What follows belongs to an exercise in optimizing a design on an open flow for small area, a short achievable clock period and few clock cycles; a production flow would make more cautious choices. Only simulation tests tie the RTL to the original design; equivalence was not proved. Power and IR drop assume default switching activity.

==> flow/design.v <==
module core #(                              
	parameter ADDR_W = 32,
	parameter INST_W = 32,
	parameter DATA_W = 32
)(
	input                   i_clk,
	input                   i_rst_n,
	output     [ ADDR_W-1 : 0 ] o_i_addr,
	input      [ INST_W-1 : 0 ] i_i_inst,
	output reg                  o_d_wen,
	output     [ ADDR_W-1 : 0 ] o_d_addr,
	output     [ DATA_W-1 : 0 ] o_d_wdata,
	input      [ DATA_W-1 : 0 ] i_d_rdata,
	output reg [    1 : 0 ] o_status,
	output reg              o_status_valid
);
reg  [9:0]  pc_f;           
reg  [9:0]  pc_d;           
reg  [10:0] d_pc4;          
reg         d_valid;
reg  [9:0]  nxt_r;          
reg         stopped;        
reg         x_valid;
reg         x_ok_t, x_ok_n;  
reg         p_br, p_taken;   
reg  [31:0] x_a, x_b;
reg  [15:0] x_imm;
reg  [4:0]  x_rd;
reg         x_wr, x_lw, x_sw, x_eof, x_itype;
reg         x_add, x_sub, x_addu, x_subu, x_and, x_or, x_nor, x_slt;
reg         x_br, x_beq;
reg  [9:0]  x_tgt, x_pc4;
reg         x_oor_t, x_oor_n;
reg         x_sm_a, x_sw_a, x_sb_a, x_sr_a;
reg         x_sm_b, x_sw_b, x_sb_b, x_sr_b, x_si_b;
reg  [31:0] m_res;
reg  [4:0]  m_rd;
reg         m_wen, m_lw;
reg  [5:0]  d_addr;
reg  [31:0] w_res;
reg  [4:0]  w_rd;
reg         w_wen, w_lw;
reg  [31:0] b_res;
reg         pend2;
reg  [31:0] rf [0:31];
reg  [31:0]   rfv;
assign o_i_addr  = {22'd0, pc_f};
assign o_d_addr  = {24'd0, d_addr, 2'b00};
assign o_d_wdata = m_res;
wire x_live = x_valid & ~stopped & (p_br ? (p_taken ? x_ok_t : x_ok_n) : x_ok_n);
wire [3:0]  op   = i_i_inst[29:26];
wire [4:0]  rs   = i_i_inst[25:21];
wire [4:0]  rt   = i_i_inst[20:16];
wire [4:0]  rdf  = i_i_inst[15:11];
wire [15:0] imm  = i_i_inst[15:0];
wire d_add  = (op == 4'd1);
wire d_sub  = (op == 4'd2);
wire d_addu = (op == 4'd3);
wire d_subu = (op == 4'd4);
wire d_addi = (op == 4'd5);
wire d_lw   = (op == 4'd6);
wire d_sw   = (op == 4'd7);
wire d_and  = (op == 4'd8);
wire d_or   = (op == 4'd9);
wire d_nor  = (op == 4'd10);
wire d_beq  = (op == 4'd11);
wire d_bne  = (op == 4'd12);
wire d_slt  = (op == 4'd13);
wire d_eof  = (op == 4'd14);
wire d_rtype  = d_add | d_sub | d_addu | d_subu | d_and | d_or | d_nor | d_slt;
wire d_br     = d_beq | d_bne;
wire d_use_rs = ~d_eof;
wire d_use_rt = d_rtype | d_sw | d_br;
wire d_wr     = d_rtype | d_addi | d_lw;
wire [4:0] d_rd = d_rtype ? rdf : rt;
wire [31:0] rd_rs = rf[rs];
wire [31:0] rd_rt = rf[rt];
wire [31:0] w_data = w_lw ? i_d_rdata : w_res;
wire m_hit_s = m_wen & (m_rd == rs);
wire m_hit_t = m_wen & (m_rd == rt);
wire w_hit_s = w_wen & (w_rd == rs);
wire w_hit_t = w_wen & (w_rd == rt);
wire x_hit_s = x_live & x_wr & (x_rd == rs);
wire x_hit_t = x_live & x_wr & (x_rd == rt);
wire ml_s    = m_wen & m_lw & (m_rd == rs);
wire ml_t    = m_wen & m_lw & (m_rd == rt);
wire hz_s  = d_use_rs & ((x_hit_s & x_lw) | ml_s);
wire hz_t  = d_use_rt & ((x_hit_t & x_lw) | ml_t);
wire stall = hz_s | hz_t;
wire [16:0] tgt    = {6'd0, d_pc4} + {1'b0, imm};
wire        same   = (rs == rt) | ~(rfv[rs] | rfv[rt]);
wire        guess  = d_br & (d_beq ? same : ~same);
wire [31:0] xa = ({32{x_sm_a}} & m_res) | ({32{x_sw_a}} & w_res)
               | ({32{x_sb_a}} & b_res) | ({32{x_sr_a}} & x_a);
wire [31:0] xb = ({32{x_sm_b}} & m_res) | ({32{x_sw_b}} & w_res)
               | ({32{x_sb_b}} & b_res) | ({32{x_sr_b}} & x_b)
               | ({32{x_si_b}} & {{16{x_imm[15]}}, x_imm});
wire        x_inv = x_sub | x_subu | x_slt;
wire [31:0] bop   = xb ^ {32{x_inv}};
wire [33:0] sum2  = {1'b0, xa, 1'b1} + {1'b0, bop, x_inv};
wire [32:0] sum   = sum2[33:1];
wire        sovf  = (xa[31] == bop[31]) & (sum[31] != xa[31]);
wire        lt    = (xa[31] != xb[31]) ? xa[31] : sum[31];
wire [8:0]  alo   = {1'b0, xa[7:0]} + {1'b0, x_imm[7:0]};
wire [31:0] bz    = {16'd0, x_imm};
wire [31:0] axb   = xa ^ bz;
wire [31:0] aob   = xa | bz;
wire        a_ok  = (axb[8] == alo[8]) & (axb[31:9] == aob[30:8]);
wire x_err = (x_add | x_sub) & sovf
           | x_addu & sum[32]
           | x_subu & ~sum[32]
           | (x_lw | x_sw) & ~a_ok;
reg [31:0] x_res;
always @(*) begin
	x_res = sum[31:0];
	if (x_and) x_res = xa & xb;
	if (x_or)  x_res = xa | xb;
	if (x_nor) x_res = ~(xa | xb);
	if (x_slt) x_res = {31'd0, lt};
	if (x_sw)  x_res = xb;
end
wire       eq     = (xa == xb);
wire       taken  = x_beq ? eq : ~eq;    
wire       x_oor  = x_br & (taken ? x_oor_t : x_oor_n);
wire       xstop  = x_live & (x_eof | x_err | x_oor);
wire       xb_live = x_live & x_br;
wire       dq_tgt  = (pc_d == x_tgt);
wire       dq_pc4  = (pc_d == x_pc4);
wire       dq_nxr  = (pc_d == nxt_r);
wire       dr_n    = d_valid & (x_live ? dq_pc4 : dq_nxr);
wire       dr_t    = d_valid & (x_live ? (x_br ? dq_tgt : dq_pc4) : dq_nxr);
wire [9:0] pc_f4   = pc_f + 10'd4;
wire [9:0] d_fdiff = pc_f - d_pc4[9:0];
wire       fq_tgt  = (imm[9:0] == d_fdiff);
wire       fq_pc4  = (pc_f == d_pc4[9:0]);
wire       fq_pcd  = (pc_f == pc_d);
wire       fq_xtgt = (pc_f == x_tgt);
wire       fq_xpc4 = (pc_f == x_pc4);
wire       fq_nxr  = (pc_f == nxt_r);
wire [9:0] nf_a    = guess ? (fq_tgt ? pc_f4 : tgt[9:0]) : (fq_pc4 ? pc_f4 : d_pc4[9:0]);
wire [9:0] nf_b    = fq_pcd ? pc_f4 : pc_d;
wire [9:0] nf_d    = stall ? nf_b : nf_a;
wire [9:0] nf_cn   = ~x_live ? (fq_nxr ? pc_f4 : nxt_r) : (fq_xpc4 ? pc_f4 : x_pc4);
wire [9:0] nf_ct   = ~x_live ? (fq_nxr ? pc_f4 : nxt_r)
                   : x_br ? (fq_xtgt ? pc_f4 : x_tgt) : (fq_xpc4 ? pc_f4 : x_pc4);
wire [9:0] nf_n    = dr_n ? nf_d : nf_cn;
wire [9:0] nf_t    = dr_t ? nf_d : nf_ct;
wire [9:0] nf      = taken ? nf_t : nf_n;
wire [9:0] nxt     = ~x_live ? nxt_r : (x_br & taken) ? x_tgt : x_pc4;
always @(posedge i_clk or negedge i_rst_n) begin
	if (!i_rst_n) begin
		pc_f    <= 10'd0;
		pc_d    <= 10'd0;
		d_pc4   <= 11'd4;
		d_valid <= 1'b0;
		nxt_r   <= 10'd0;
		stopped <= 1'b0;
		x_valid <= 1'b0;
		p_br    <= 1'b0;
		m_wen   <= 1'b0;
		w_wen   <= 1'b0;
		o_d_wen <= 1'b0;
		o_status_valid <= 1'b0;
		pend2   <= 1'b0;
	end else begin
		stopped <= stopped | xstop;
		pc_f    <= nf;
		pc_d    <= pc_f;
		d_pc4   <= {1'b0, pc_f} + 11'd4;
		d_valid <= 1'b1;
		nxt_r   <= nxt;
		x_valid <= d_valid & ~stall;
		p_br    <= xb_live;
		m_wen   <= x_live & x_wr & ~x_err;
		w_wen   <= m_wen;
		o_d_wen <= x_live & x_sw & ~x_err;
		o_status_valid <= x_live | pend2;
		pend2   <= x_live & x_oor;
	end
end
always @(posedge i_clk) begin
	x_ok_t  <= dr_t;
	x_ok_n  <= dr_n;
	p_taken <= taken;
	x_a     <= rd_rs;
	x_b     <= rd_rt;
	x_imm   <= imm;
	x_rd    <= d_rd;
	x_wr    <= d_wr;
	x_lw    <= d_lw;
	x_sw    <= d_sw;
	x_eof   <= d_eof;
	x_itype <= d_addi | d_lw | d_sw | d_br;
	x_add   <= d_add | d_addi;
	x_sub   <= d_sub;
	x_addu  <= d_addu;
	x_subu  <= d_subu;
	x_and   <= d_and;
	x_or    <= d_or;
	x_nor   <= d_nor;
	x_slt   <= d_slt;
	x_br    <= d_br;
	x_beq   <= d_beq;
	x_tgt   <= tgt[9:0];
	x_pc4   <= d_pc4[9:0];
	x_oor_t <= (tgt[16:10] != 7'd0);
	x_oor_n <= d_pc4[10];
	x_sm_a  <= x_hit_s;
	x_sw_a  <= ~x_hit_s & m_hit_s;
	x_sb_a  <= ~x_hit_s & ~m_hit_s & w_hit_s;
	x_sr_a  <= ~x_hit_s & ~m_hit_s & ~w_hit_s & rfv[rs];
	x_sm_b  <= ~d_addi & x_hit_t;
	x_sw_b  <= ~d_addi & ~x_hit_t & m_hit_t;
	x_sb_b  <= ~d_addi & ~x_hit_t & ~m_hit_t & w_hit_t;
	x_sr_b  <= ~d_addi & ~x_hit_t & ~m_hit_t & ~w_hit_t & rfv[rt];
	x_si_b  <= d_addi;
	m_res   <= x_res;
	m_rd    <= x_rd;
	m_lw    <= x_lw;
	d_addr  <= alo[7:2];
	w_res   <= m_res;
	w_rd    <= m_rd;
	w_lw    <= m_lw;
	b_res   <= w_data;
	o_status <= ~x_live ? 2'd2 : x_err ? 2'd2 : x_eof ? 2'd3 : {1'b0, x_itype};
end
always @(posedge i_clk) begin
	if (w_wen) rf[w_rd] <= w_data;
end
always @(posedge i_clk or negedge i_rst_n) begin
	if (!i_rst_n) rfv <= 32'd0;
	else if (w_wen) rfv[w_rd] <= 1'b1;
end
endmodule
export LEC_CHECK = 0
export ABC_CLOCK_PERIOD_IN_PS = 4000
export CAP_MARGIN = 20
export CORE_MARGIN = 2
export CORE_UTILIZATION = 40
export SLEW_MARGIN = 20
create_clock -name core_clock -period 12.0 [get_ports {i_clk}]
standard.sh (not shown) runs the stock make flow with config.mk's settings and CLKGATE_MAP_FILE= SYNTH_SCRIPT=/design/flow/synth_recipe.tcl, a recipe that flattens the netlist after the stock synthesis.
==> flow/flow/run.sh <==
#!/bin/bash
# Standard ORFS layout (the standard.sh) with:
#  - repair_timing asked to leave extra setup slack, so the design runs well
#    below the clock period;
#  - port buffers of a small fast cell (buf_2) rather than the default pick.
# make's own output goes to flow_make.log; ORFS keeps each step's log under orfs/logs.
set -euo pipefail
bash standard.sh SETUP_SLACK_MARGIN=8.3 \
  "BUFFER_PORTS_ARGS=-buffer_cell sky130_fd_sc_hd__buf_2" \
  finish > flow_make.log 2>&1
Testbench counts at the start, summed over its fixed seeds: cycles 39,205.
Change:
--- a/flow/design.v
+++ b/flow/design.v
@@ -87,9 +87,9 @@
 wire hz_s  = d_use_rs & ((x_hit_s & x_lw) | ml_s);
 wire hz_t  = d_use_rt & ((x_hit_t & x_lw) | ml_t);
 wire stall = hz_s | hz_t;
 wire [16:0] tgt    = {6'd0, d_pc4} + {1'b0, imm};
-wire        same   = (rs == rt) | ~(rfv[rs] | rfv[rt]);
+wire        same   = (rs == rt);
 wire        guess  = d_br & (d_beq ? same : ~same);
 wire [31:0] xa = ({32{x_sm_a}} & m_res) | ({32{x_sw_a}} & w_res)
                | ({32{x_sb_a}} & b_res) | ({32{x_sr_a}} & x_a);
 wire [31:0] xb = ({32{x_sm_b}} & m_res) | ({32{x_sw_b}} & w_res)
The new run completed without violations.
Cell area is lower by 1.2%.
Maximum frequency is higher by 9.0%.
Sequential power stays flat.
Worst setup slack gains 360 ps.
Power is higher by 1.6%.
Core utilization is lower by 0.56 points.
Critical path depth is higher by 3.
Register-to-register slack gains 240 ps.
Routed wire length is lower by 1.6%.
First-iteration DRC count is lower by 1.7%.
Testbench counts after the change, summed over its fixed seeds: cycles 39,584.

## port drivers added, routing unchanged
No port has a modelled driver above. Below, the same layouts with a new extraction and two added sets of constraints.
Step 1: set_driving_cell puts a clkbuf_16 on i_clk and a buf_2 on each other input, an assumption about the parent block.
Step 2 moves the port delays by t, midway between the first and last clock arrival at a register: inputs arrive t later, outputs are due t later. That takes back most of the time a late clock gives input paths.
a / b / c = ideal / step 1 / step 2; a / b = the first two.
run | t (ns) | setup slack, ns | clock arrival spread, ns
the first run | 0.857 | 7.635 / 7.441 / 6.584 | 0.041 / 0.041
the second run | 0.877 | 7.996 / 7.870 / 6.992 | 0.043 / 0.043
After both steps every run listed still meets setup and hold. For the first run, which loses most, drivers alone change the setup slack by -0.194 ns; drivers and shift together by -1.051 ns.
